This is an optimization exercise on Yosys and OpenROAD, whose aim is small area and a short achievable clock period, not a production implementation.
Function was not checked in any run shown here: the RTL went through the layout flow alone.

==> flow/design.v (outline; a module is shown in full before it is edited, if it fits) <==
// module mas_ripple_carry_adder_4b: 18 lines
// module mas_ripple_carry_adder_8b: 27 lines
// module mas_ripple_carry_adder_16b: 27 lines
// module mas_ripple_carry_adder_32b: 27 lines
// module mas_mul_vedic_2x2: 10 lines
// module mas_mul_vedic_4x4: 46 lines
// module mas_mul_vedic_8x8: 46 lines
// module mas_mul_vedic_16x16: 46 lines
// module mas_mul_vedic_32x32: 2135 lines
// module mas_mul_fa: 4 lines
// module mas_mul_ha: 4 lines
// module mas_mul_bsel: 3 lines
// module mas_mul_bseli: 3 lines
module mas_mul_vedic_32x32 (
  input               clk,
  input               rstn,
  input        [31:0] in1,
  input        [31:0] in2,
  output logic [63:0] res
);
  // ...
==> flow/flow/run.sh <==
#!/bin/bash
# The standard layout, with plain buffers (not delay cells) on the ports.
export BUFFER_PORTS_ARGS="-buffer_cell sky130_fd_sc_hd__buf_2"
bash standard.sh > standard.log 2>&1
==> flow/standard.sh <==
#!/bin/bash
# synth_recipe.tcl (not shown) runs the flow's synth.tcl, then flattens the netlist and writes it again
# the make line also repeats each setting of config.mk as NAME=value (left out here)
make -C /OpenROAD-flow-scripts/flow DESIGN_CONFIG=/design/flow/config.mk WORK_HOME=/design/flow/orfs CLKGATE_MAP_FILE= SYNTH_SCRIPT=/design/flow/synth_recipe.tcl "${@:-finish}"
==> flow/config.mk <==
export PLATFORM = sky130hd
export DESIGN_NAME = mas_mul_vedic_32x32
export DESIGN_NICKNAME = mas_mul_vedic_32x32
export VERILOG_FILES = /design/flow/design.v
export SDC_FILE = /design/flow/constraint.sdc
export NUM_CORES = 4
export LEC_CHECK = 0
export ABC_AREA = 1
export CAP_MARGIN = 60
export CORE_MARGIN = 2
export CORE_UTILIZATION = 55
export SLEW_MARGIN = 60
export SYNTH_HIERARCHICAL = 1
==> flow/constraint.sdc <==
create_clock -name core_clock -period 25.0 [get_ports {clk}]
set_input_delay 5.0000 -clock core_clock [delete_from_list [all_inputs] [get_ports {clk}]]
set_output_delay 5.0000 -clock core_clock [all_outputs]
set_load 0.01 [all_outputs]
==> metrics.yaml, run 1 <==
status:
  outcome: "no timing/DRC/antenna violations"
worst_setup_path:
  critPathSlowestCell: "fa_1"
  crit_type: "reg -> reg"
  regToRegStartpoint: "bneg[15]"
  crit_chain: "buf_6 > inv_2 > nor2_1 > fa_1 > fa_1 > fa_1 > fa_1 > fa_1 > fa_1 > ha_1 > nand2_1 > nor2_1 > nand2_2 > inv_1 > nand2_1 > nor3_1 > nand2_1 > nand3_1 > nand2_1"
  required_ns: 25.39
  path_max_fanout: 35
  cp-end-kind: "flop"
layout:
  buf_share: 0.04288
  seq_cell_count: 144
  regArea_um2: 3508
  final_cell_mix: "xor2_1 (546), o22ai_1 (496), fa_1 (485)"
  stdcell_area_um2: 28450
  clock_area_frac: 0.02049
  multi_input_area_um2: 21750
drt:
  totalWireLength_um: 88600
  viasPerCell: 6.530
floorplanning:
  die_area_um2: 50740
  core_area_um2: 48650
placed_design:
  place_ws_ns: 18.72
clock_network:
  numClockSinks: 144
  numCtsBuffers: 17
synthesis:
  synth_largest_area_cell: "fa_1"
  synth_common_cells: "xor2_1 (546), o22ai_1 (496), fa_1 (485), nand2_1 (284), clkbuf_1 (240)"
  yosysMostFrequentCell: "xor2_1"
global_routing:
  busiest_layer: "met2"
  antenna_found_initial: 1
sta:
  grt_setup_unrepaired: "no"
  skew_ns: 0.02551
==> inputs of run 2 (changes only) <==
--- a/flow/design.v
+++ b/flow/design.v
@@ -250,31 +250,35 @@
   input               rstn,
   input        [31:0] in1,
   input        [31:0] in2,
   output logic [63:0] res
 );
 wire  [63:0] p;
 wire  [15:0] eone, etwo, eneg;
 logic [15:0] bone, btwo, bneg;    
+logic        nb31;                
 logic [31:0] na;                  
 always_ff @(posedge clk, negedge rstn) begin
   if (!rstn) begin
     na  <= '1;
     res <= '0;
   end else begin
     na  <= ~in1;
     res <= p;
   end
 end
 always_ff @(posedge clk) begin
   bone <= eone;
   btwo <= etwo;
   bneg <= eneg;
 end
+always_ff @(posedge clk) begin
+  nb31 <= ~in2[31];
+end
 assign eone[0] = ~(in2[0] ^ 1'b0);
 assign etwo[0] = ~((in2[1] & ~in2[0] & ~1'b0) | (~in2[1] & in2[0] & 1'b0));
 assign eneg[0] = in2[1];
 assign eone[1] = ~(in2[2] ^ in2[1]);
 assign etwo[1] = ~((in2[3] & ~in2[2] & ~in2[1]) | (~in2[3] & in2[2] & in2[1]));
 assign eneg[1] = in2[3];
 assign eone[2] = ~(in2[4] ^ in2[3]);
 assign etwo[2] = ~((in2[5] & ~in2[4] & ~in2[3]) | (~in2[5] & in2[4] & in2[3]));
@@ -905,48 +909,48 @@
 wire pp_15_26 = (~((one_15 | na[26]) & (two_15 | na[25]))) ^ neg_15;
 wire pp_15_27 = (~((one_15 | na[27]) & (two_15 | na[26]))) ^ neg_15;
 wire pp_15_28 = (~((one_15 | na[28]) & (two_15 | na[27]))) ^ neg_15;
 wire pp_15_29 = (~((one_15 | na[29]) & (two_15 | na[28]))) ^ neg_15;
 wire pp_15_30 = (~((one_15 | na[30]) & (two_15 | na[29]))) ^ neg_15;
 wire pp_15_31 = (~((one_15 | na[31]) & (two_15 | na[30]))) ^ neg_15;
 wire pp_15_32 = (~((one_15 | 1'b1) & (two_15 | na[31]))) ^ neg_15;
 wire nneg_15 = ~neg_15;
-wire pp_16_0 = ~na[0] & bneg[15];
-wire pp_16_1 = ~na[1] & bneg[15];
-wire pp_16_2 = ~na[2] & bneg[15];
-wire pp_16_3 = ~na[3] & bneg[15];
-wire pp_16_4 = ~na[4] & bneg[15];
-wire pp_16_5 = ~na[5] & bneg[15];
-wire pp_16_6 = ~na[6] & bneg[15];
-wire pp_16_7 = ~na[7] & bneg[15];
-wire pp_16_8 = ~na[8] & bneg[15];
-wire pp_16_9 = ~na[9] & bneg[15];
-wire pp_16_10 = ~na[10] & bneg[15];
-wire pp_16_11 = ~na[11] & bneg[15];
-wire pp_16_12 = ~na[12] & bneg[15];
-wire pp_16_13 = ~na[13] & bneg[15];
-wire pp_16_14 = ~na[14] & bneg[15];
-wire pp_16_15 = ~na[15] & bneg[15];
-wire pp_16_16 = ~na[16] & bneg[15];
-wire pp_16_17 = ~na[17] & bneg[15];
-wire pp_16_18 = ~na[18] & bneg[15];
-wire pp_16_19 = ~na[19] & bneg[15];
-wire pp_16_20 = ~na[20] & bneg[15];
-wire pp_16_21 = ~na[21] & bneg[15];
-wire pp_16_22 = ~na[22] & bneg[15];
-wire pp_16_23 = ~na[23] & bneg[15];
-wire pp_16_24 = ~na[24] & bneg[15];
-wire pp_16_25 = ~na[25] & bneg[15];
-wire pp_16_26 = ~na[26] & bneg[15];
-wire pp_16_27 = ~na[27] & bneg[15];
-wire pp_16_28 = ~na[28] & bneg[15];
-wire pp_16_29 = ~na[29] & bneg[15];
-wire pp_16_30 = ~na[30] & bneg[15];
-wire pp_16_31 = ~na[31] & bneg[15];
+wire pp_16_0 = ~(na[0] | nb31);
+wire pp_16_1 = ~(na[1] | nb31);
+wire pp_16_2 = ~(na[2] | nb31);
+wire pp_16_3 = ~(na[3] | nb31);
+wire pp_16_4 = ~(na[4] | nb31);
+wire pp_16_5 = ~(na[5] | nb31);
+wire pp_16_6 = ~(na[6] | nb31);
+wire pp_16_7 = ~(na[7] | nb31);
+wire pp_16_8 = ~(na[8] | nb31);
+wire pp_16_9 = ~(na[9] | nb31);
+wire pp_16_10 = ~(na[10] | nb31);
+wire pp_16_11 = ~(na[11] | nb31);
+wire pp_16_12 = ~(na[12] | nb31);
+wire pp_16_13 = ~(na[13] | nb31);
+wire pp_16_14 = ~(na[14] | nb31);
+wire pp_16_15 = ~(na[15] | nb31);
+wire pp_16_16 = ~(na[16] | nb31);
+wire pp_16_17 = ~(na[17] | nb31);
+wire pp_16_18 = ~(na[18] | nb31);
+wire pp_16_19 = ~(na[19] | nb31);
+wire pp_16_20 = ~(na[20] | nb31);
+wire pp_16_21 = ~(na[21] | nb31);
+wire pp_16_22 = ~(na[22] | nb31);
+wire pp_16_23 = ~(na[23] | nb31);
+wire pp_16_24 = ~(na[24] | nb31);
+wire pp_16_25 = ~(na[25] | nb31);
+wire pp_16_26 = ~(na[26] | nb31);
+wire pp_16_27 = ~(na[27] | nb31);
+wire pp_16_28 = ~(na[28] | nb31);
+wire pp_16_29 = ~(na[29] | nb31);
+wire pp_16_30 = ~(na[30] | nb31);
+wire pp_16_31 = ~(na[31] | nb31);
 wire s1, c2;
 mas_mul_ha u_s1 (.a(neg_12), .b(pp_0_24), .s(s1), .co(c2));
 wire s3, c4;
 mas_mul_ha u_s3 (.a(pp_0_25), .b(pp_1_23), .s(s3), .co(c4));
 wire s5, c6;
 mas_mul_fa u_s5 (.a(neg_13), .b(pp_0_26), .c(pp_1_24), .s(s5), .co(c6));
 wire s7, c8;
 mas_mul_ha u_s7 (.a(pp_2_22), .b(pp_3_20), .s(s7), .co(c8));
==> metrics.yaml, run 2 <==
status:
  outcome: "no timing/DRC/antenna violations"  # unchanged
sta:
  skew_ns: 0.02174  # was 0.02551 ns
  grt_setup_unrepaired: "no"  # unchanged
  relSlewSlack: 0.6040  # was 0.5989
  final.min_clock_period_ns: 6.088  # was 6.227 ns
  hold_viol: 0  # unchanged
  fin_crit_sh: 0.2435  # was 0.2491
  finalMaxSlewViolations: 0  # unchanged
  fin_tns_setup_ns: 0  # unchanged
  worst_slew_pin_slew_ns: 0.5941  # was 0.6016 ns
  fmax_mhz: 164.2  # was 160.6 MHz
  setup_viol: 0  # unchanged
clock_network:
  h-tree-depth: 4  # unchanged
  cts_hold_buf: 0  # unchanged
  tritoncts: "built"  # unchanged
  numCtsBuffers: 17  # unchanged
  cts.repair.resized: 0  # unchanged
  clock_path_buffers: 2  # unchanged
  clock-root-buffer: "clkbuf_16"  # unchanged
  clock_latency_ns: 0.52  # was 0.51 ns
  clk_pin_slew_ns: 0.08  # was 0.07 ns
  numClockSinks: 145  # was 144
  post_cts_buffers: 0  # unchanged
worst_setup_path:
  crit_type: "reg -> reg"  # unchanged
  cp-end-kind: "flop"  # unchanged
  startpoint_type: "flop"  # unchanged
  path_max_fanout: 33  # was 35
  required_ns: 25.40  # was 25.39 ns
  cp.arrival_ns: 6.49  # was 6.62 ns
drt:
  detail-route-antenna-nets: 0  # unchanged
  vias: 22290  # was 22,373
  viasPerCell: 6.455  # was 6.530
  dr_wl_met3_um: 9681  # was 9789 µm
  routed.top_layer: "met5"  # unchanged
  totalWireLength_um: 88380  # was 88,600 µm
  wl_met1_um: 34800  # was 35,460 µm
  drt-pass1-iter-count: 6  # unchanged
  first_iter_violations: 2350  # was 2,905
  drt-wirelength-per-cell_um: 25.60  # was 25.86 µm
  drcViolationCount: 0  # unchanged
  wl_met2_um: 40260  # was 39,390 µm
placed_design:
  post-dp-hpwl_um: 57350  # was 58,430 µm
  portBuffers: 129  # unchanged
  place.gp.congestion: 0.8920  # was 0.8813
synthesis:
  synth_cell_types: 37  # was 38
  yosysMostFrequentCell: "xor2_1"  # unchanged
  syn_area_per_cell_um2: 9.439  # was 9.408 µm²
  ys_seq_area_frac: 0.1267  # was 0.1264
  ys_async_sr_fraction: 0.6621  # was 0.6667
  synth_largest_area_cell: "fa_1"  # unchanged
  synthTopCellsByArea: "fa_1 (36%), xor2_1 (18%), o22ai_1 (11%), dfrtp_1 (5.9%), ha_1 (4.8%)"  # was fa_1 (36%), xor2_1 (18%), o22ai_1 (12%), dfrtp_1 (5.9%), ha_1 (4.8%)
  synth_edf_count: 0  # unchanged
  ys.flop_type: "dfrtp_1"  # unchanged
  ys_ff_latch: 145  # was 144
  synth_area_um2: 27020  # was 26,930 µm²
  synth_warnings: 7  # unchanged
  synthCells: 2863  # was 2,862
  synth_common_cells: "xor2_1 (546), o22ai_1 (496), fa_1 (485), nand2_1 (264), clkbuf_1 (243)"  # was xor2_1 (546), o22ai_1 (496), fa_1 (485), nand2_1 (284), clkbuf_1 (240)
  yosys.area.top_type_share: 0.3593  # was 0.3606
floorplanning:
  die_area_um2: 50920  # was 50,740 µm²
  placementRows: 81  # unchanged
  core_area_um2: 48750  # was 48,650 µm²
  io_pins: 130  # unchanged
  die_x_um: 225.7  # was 225.3 µm
  die_h_um: 225.7  # was 225.3 µm
  initial_utilization: 0.5544  # was 0.5535
job:
  max_cap_viol_count: 0  # unchanged
global_routing:
  grt_max_degree: 59  # unchanged
  grt_pass1_vias: 23659  # was 23,316
  grt_pass1_wl_um: 138300  # was 137,900 µm
  gr-total-overflow: 0  # unchanged
  antenna_found_initial: 1  # unchanged
  grt_usage: 0.3623  # was 0.3606
layout:
  final_cell_mix: "xor2_1 (546), o22ai_1 (496), fa_1 (485)"  # unchanged
  largest-register: "res"  # unchanged
  area.growth.synth_to_final_pct: 5.732  # was 5.669%
  antennaDiodeCount: 0  # unchanged
  top_regs: "res x64, na x32"  # unchanged
  largest_register_ffs: 64  # unchanged
  drive_above_1_share: 0.1208  # was 0.1166
  mostFrequentLayoutCell: "xor2_1"  # unchanged
  fin_nets: 3431  # was 3,446
worst_hold_path:
  hp-class: "reg -> reg"  # unchanged
==> run 2: cell types whose count changed in the layout (fill, tap and decap cells not counted), moves of 8 or more <==
cell / delta
dfstp_2: -15
buf_4: -18
nand2_2: +20
dfxtp_1: +9
a21oi_2: +8
nand2_1: -20
dfstp_4: +15
==> run 2: worst paths after layout <==
| kind | cells past startpoint | end | from | slack [ns] |
|---|---|---|---|---|
| min | 2 | res[0] | bneg[0] | 0.78 |
| max in group asynchronous | 3 | na[16] | rstn | 19.64 |
| min reg2reg | 2 | res[0] | bneg[0] | 0.78 |
| max reg2reg | 20 | res[33] | na[27] | 18.91 |
| min in group asynchronous | 1 | res[32] | rstn | 4.42 |
| max | 20 | res[33] | na[27] | 18.91 |
==> run 2: routing by layer <==
| metal | vias to the layer above | global-route usage |
|---|---|---|
| li1 | 9277 | - |
| met1 | 11221 | 0.4720 |
| met2 | 1497 | 0.5616 |
| met3 | 293 | 0.1007 |
| met4 | 2 | 0.1700 |
| met5 | - | 0 |
==> run 2: cells by family after synthesis <==
logic type / Yosys count / share of synthesized area
xor+xnor: 565 / 0.1831
simple gates: 518 / 0.08061
fa+ha+maj: 589 / 0.4074
flops: 145 / 0.1267
compound gates: 585 / 0.1345
buf+inv: 460 / 0.06755
other cells: 1 / 0.0001388
==> run 2: worst max-delay path, cell delays in order (launching register included) <==
cell and delay (ns):
dfstp_2 0.52, buf_4 0.40, o22ai_1 0.15, xor2_1 0.18
fa_1 0.51, fa_1 0.56, fa_1 0.45, fa_1 0.41
fa_1 0.51, fa_1 0.42, ha_1 0.34, nand2_1 0.08
nand2_1 0.05, inv_1 0.07, nor2_1 0.04, nor2_1 0.08
nand2_1 0.07, a21oi_2 0.15, nand2_4 0.28, fa_1 0.50
xor2_1 0.15
==> run 2: final cells by class <==
class | count | area [µm²]
timing repair buffer | 181 | 1117
clock buffer | 17 | 425.4
multi-input combinational | 2268 | 21810
inverter | 163 | 611.8
clock inverter | 15 | 207.7
sequential | 145 | 3567
fill | 4190 | 20170
tap | 664 | 830.8
==> run 2: per-module statistics from Yosys (local to each module, per instance) <==
module / flip-flops and latches / cells / times used
mas_mul_ha: 0 / 1 / 41
mas_mul_fa: 0 / 1 / 480
mas_mul_vedic_32x32: 145 / 2342 / 1
==> run 2: per-stage QoR <==
stage                 util  hold WS (ns)  instance area, µm²  instances  setup slack [ns]
finish              0.5862        0.7821               28570       3453             18.91
CTS                 0.5857        0.8112               28550       3452             18.92
global route        0.5862        0.8241               28570       3453             18.64
detailed placement  0.5727        0.7919               27920       3420             19.00
global placement    0.5691        0.8930               27740       3420             18.70
floorplan                -        0.5426               27060       2873             19.45
==> inputs of run 3 (changes only) <==
--- a/flow/config.mk
+++ b/flow/config.mk
@@ -9,5 +9,6 @@
 export CAP_MARGIN = 60
 export CORE_MARGIN = 2
 export CORE_UTILIZATION = 55
+export CTS_BUF_LIST = sky130_fd_sc_hd__clkbuf_8
 export SLEW_MARGIN = 60
 export SYNTH_HIERARCHICAL = 1
==> metrics.yaml, run 3 <==
status:
  outcome: "no timing/DRC/antenna violations"  # unchanged
drt:
  viasPerCell: 6.444  # was 6.455
  detail-route-antenna-nets: 0  # unchanged
  drcViolationCount: 0  # unchanged
  drt-pass1-iter-count: 6  # unchanged
  first_iter_violations: 2295  # was 2,350
  vias: 22251  # was 22,290
  totalWireLength_um: 88390  # was 88,380 µm
  drt-wirelength-per-cell_um: 25.60  # about the same
sta:
  finalMaxSlewViolations: 0  # unchanged
  grt_setup_unrepaired: "no"  # unchanged
  skew_ns: 0.02166  # was 0.02174 ns
  fin_crit_sh: 0.2459  # was 0.2435
  relSlewSlack: 0.6096  # was 0.6040
  worst_slew_pin_slew_ns: 0.5856  # was 0.5941 ns
  timing.final.ws_setup_ns: 18.85  # was 18.91 ns
  setup_viol: 0  # unchanged
  hold_viol: 0  # unchanged
  fin_tns_setup_ns: 0  # unchanged
  fmax_mhz: 162.7  # was 164.2 MHz
  final.min_clock_period_ns: 6.147  # was 6.088 ns
  fin_hold_ws_ns: 0.7840  # was 0.7821 ns
worst_setup_path:
  path_max_fanout: 33  # unchanged
  required_ns: 25.47  # was 25.40 ns
  cp-end-kind: "flop"  # unchanged
  r2r_slack_ns: 18.85  # was 18.91 ns
  startpoint_type: "flop"  # unchanged
  cp.arrival_ns: 6.62  # was 6.49 ns
  crit_type: "reg -> reg"  # unchanged
synthesis:
  synth_common_cells: "xor2_1 (546), o22ai_1 (496), fa_1 (485), nand2_1 (264), clkbuf_1 (243)"  # unchanged
  synth_largest_area_cell: "fa_1"  # unchanged
  synth_cell_types: 37  # unchanged
  yosysMostFrequentCell: "xor2_1"  # unchanged
  ys.flop_type: "dfrtp_1"  # unchanged
  yosys.area.top_type_share: 0.3593  # unchanged
  ys_seq_area_frac: 0.1267  # unchanged
  synthTopCellsByArea: "fa_1 (36%), xor2_1 (18%), o22ai_1 (11%), dfrtp_1 (5.9%), ha_1 (4.8%)"  # unchanged
  syn_area_per_cell_um2: 9.439  # unchanged
  synth_warnings: 7  # unchanged
  synthCells: 2863  # unchanged
  ys_async_sr_fraction: 0.6621  # unchanged
  ys_ff_latch: 145  # unchanged
  synth_edf_count: 0  # unchanged
  synth_area_um2: 27020  # unchanged
layout:
  area.growth.synth_to_final_pct: 5.023  # was 5.732%
  regArea_um2: 3567  # unchanged
  fin_nets: 3431  # unchanged
  largest_register_ffs: 64  # unchanged
  antennaDiodeCount: 0  # unchanged
  drive_above_1_share: 0.1208  # unchanged
  largest-register: "res"  # unchanged
  mostFrequentLayoutCell: "xor2_1"  # unchanged
  final_cell_mix: "xor2_1 (546), o22ai_1 (496), fa_1 (485)"  # unchanged
  fill_cells: 4210  # was 4,190
  multi_input_area_um2: 21810  # unchanged
  final_cells: 3453  # unchanged
  top_regs: "res x64, na x32"  # unchanged
global_routing:
  grt_max_degree: 59  # unchanged
  grt_pass1_wl_um: 138400  # was 138,300 µm
  grt_usage: 0.3616  # was 0.3623
  gr-total-overflow: 0  # unchanged
  antenna_found_initial: 1  # unchanged
  grt_pass1_vias: 23726  # was 23,659
clock_network:
  numCtsBuffers: 17  # unchanged
  post_cts_buffers: 0  # unchanged
  cts.repair.resized: 0  # unchanged
  clock_path_buffers: 2  # unchanged
  clock_latency_ns: 0.58  # was 0.52 ns
  clock-root-buffer: "clkbuf_8"  # was clkbuf_16
  tritoncts: "built"  # unchanged
  numClockSinks: 145  # unchanged
  h-tree-depth: 4  # unchanged
  cts_hold_buf: 0  # unchanged
  clk_pin_slew_ns: 0.11  # was 0.08 ns
placed_design:
  place_ws_ns: 19.00  # unchanged
  post-dp-hpwl_um: 57350  # unchanged
  dpl.cell_count: 3420  # unchanged
  portBuffers: 129  # unchanged
  place.gp.congestion: 0.8920  # unchanged
floorplanning:
  die_area_um2: 50920  # unchanged
  placementRows: 81  # unchanged
  die_x_um: 225.7  # unchanged
  io_pins: 130  # unchanged
  die_h_um: 225.7  # unchanged
  initial_utilization: 0.5544  # unchanged
  core_area_um2: 48750  # unchanged
job:
  max_cap_viol_count: 0  # unchanged
worst_hold_path:
  hp-class: "reg -> reg"  # unchanged
## run 3: cells by family after synthesis
group           share of synthesized area
buf+inv                           0.06755
compound gates                     0.1345
other cells                     0.0001388
fa+ha+maj                          0.4074
simple gates                      0.08061
xor+xnor                           0.1831
flops                              0.1267
## run 3: routing by layer
| layer | wire, µm | global-route usage | share of wire |
|---|---|---|---|
| met1 | 34460 | 0.4715 | 0.39 |
| met4 | 3536 | 0.1592 | 0.040 |
| met5 | 10 | 0 | 0.00011 |
| met3 | 9873 | 0.1034 | 0.11 |
| met2 | 40510 | 0.5630 | 0.46 |
## run 3: final cells by class
cell class | count | share of cell area
multi-input combinational | 2268 | 0.7686
sequential | 145 | 0.1257
timing repair buffer | 181 | 0.03937
tap | 664 | 0.02927
inverter | 163 | 0.02156
clock buffer | 17 | 0.008244
clock inverter | 15 | 0.007318
## run 3: worst max-delay path: stages, from the launching register on
cell and delay [ns]:
dfstp_2 0.53, buf_4 0.40, o22ai_1 0.16, xor2_1 0.19, fa_1 0.52, fa_1 0.56
fa_1 0.45, fa_1 0.41, fa_1 0.52, fa_1 0.42, ha_1 0.34, nand2_1 0.08
nand2_1 0.05, inv_1 0.08, nor2_1 0.04, nor2_1 0.11, nand2_1 0.08, a21oi_2 0.15
nand2_4 0.28, fa_1 0.50, xor2_1 0.15
## run 3: path summary, 6_finish.rpt
path,from,to,cells after the start
max in group asynchronous,rstn,na[19],3
hold / removal,bneg[0],res[0],2
setup / recovery,na[27],res[33],20
setup reg to reg,na[27],res[33],20
min in group asynchronous,rstn,res[32],1
hold reg to reg,bneg[0],res[0],2
## run 3: metrics by stage
step	area [µm²]	utilization
2_1_floorplan	27060	-
3_3_place_gp	27740	0.5691
3_5_place_dp	27920	0.5727
4_1_cts	28360	0.5818
5_1_grt	28380	0.5822
6_report	28380	0.5822
## run 3: per-module statistics from Yosys (local to each module, per instance)
module | times used | area (µm²)
mas_mul_vedic_32x32 | 1 | 16900
mas_mul_fa | 480 | 20.02
mas_mul_ha | 41 | 12.51

what the ideal ports hide:
How much do the figures lean on ideal ports? The routed layouts below were timed once more, with nothing changed but the port constraints.
Step 1 (the two cells are an assumption about what drives the block):
set clk [get_ports {clk}]
set_driving_cell -lib_cell sky130_fd_sc_hd__clkbuf_16 $clk
set_driving_cell -lib_cell sky130_fd_sc_hd__buf_2 [delete_from_list [all_inputs] $clk]
Step 2 also shifts input and output timing later by t, the mid clock arrival at the registers, as if the neighbouring blocks saw the same clock.
Three values: no drivers, after step 1, after step 2; two values: the first two.
| run | shift t [ns] | setup WS [ns] | worst setup path at the end | worst register clock-pin slew, ns | pins driven straight from the clock port |
|---|---|---|---|---|---|
| run 1 | 0.564 | 18.773 / 18.773 / 18.773 | register to register | 0.09 / 0.09 | 1 |
| run 2 | 0.575 | 18.912 / 18.899 / 18.912 | register to register | 0.08 / 0.08 | 1 |
| run 3 | 0.631 | 18.853 / 18.833 / 18.853 | register to register | 0.12 / 0.12 | 1 |
After both steps every run listed still meets setup and hold.
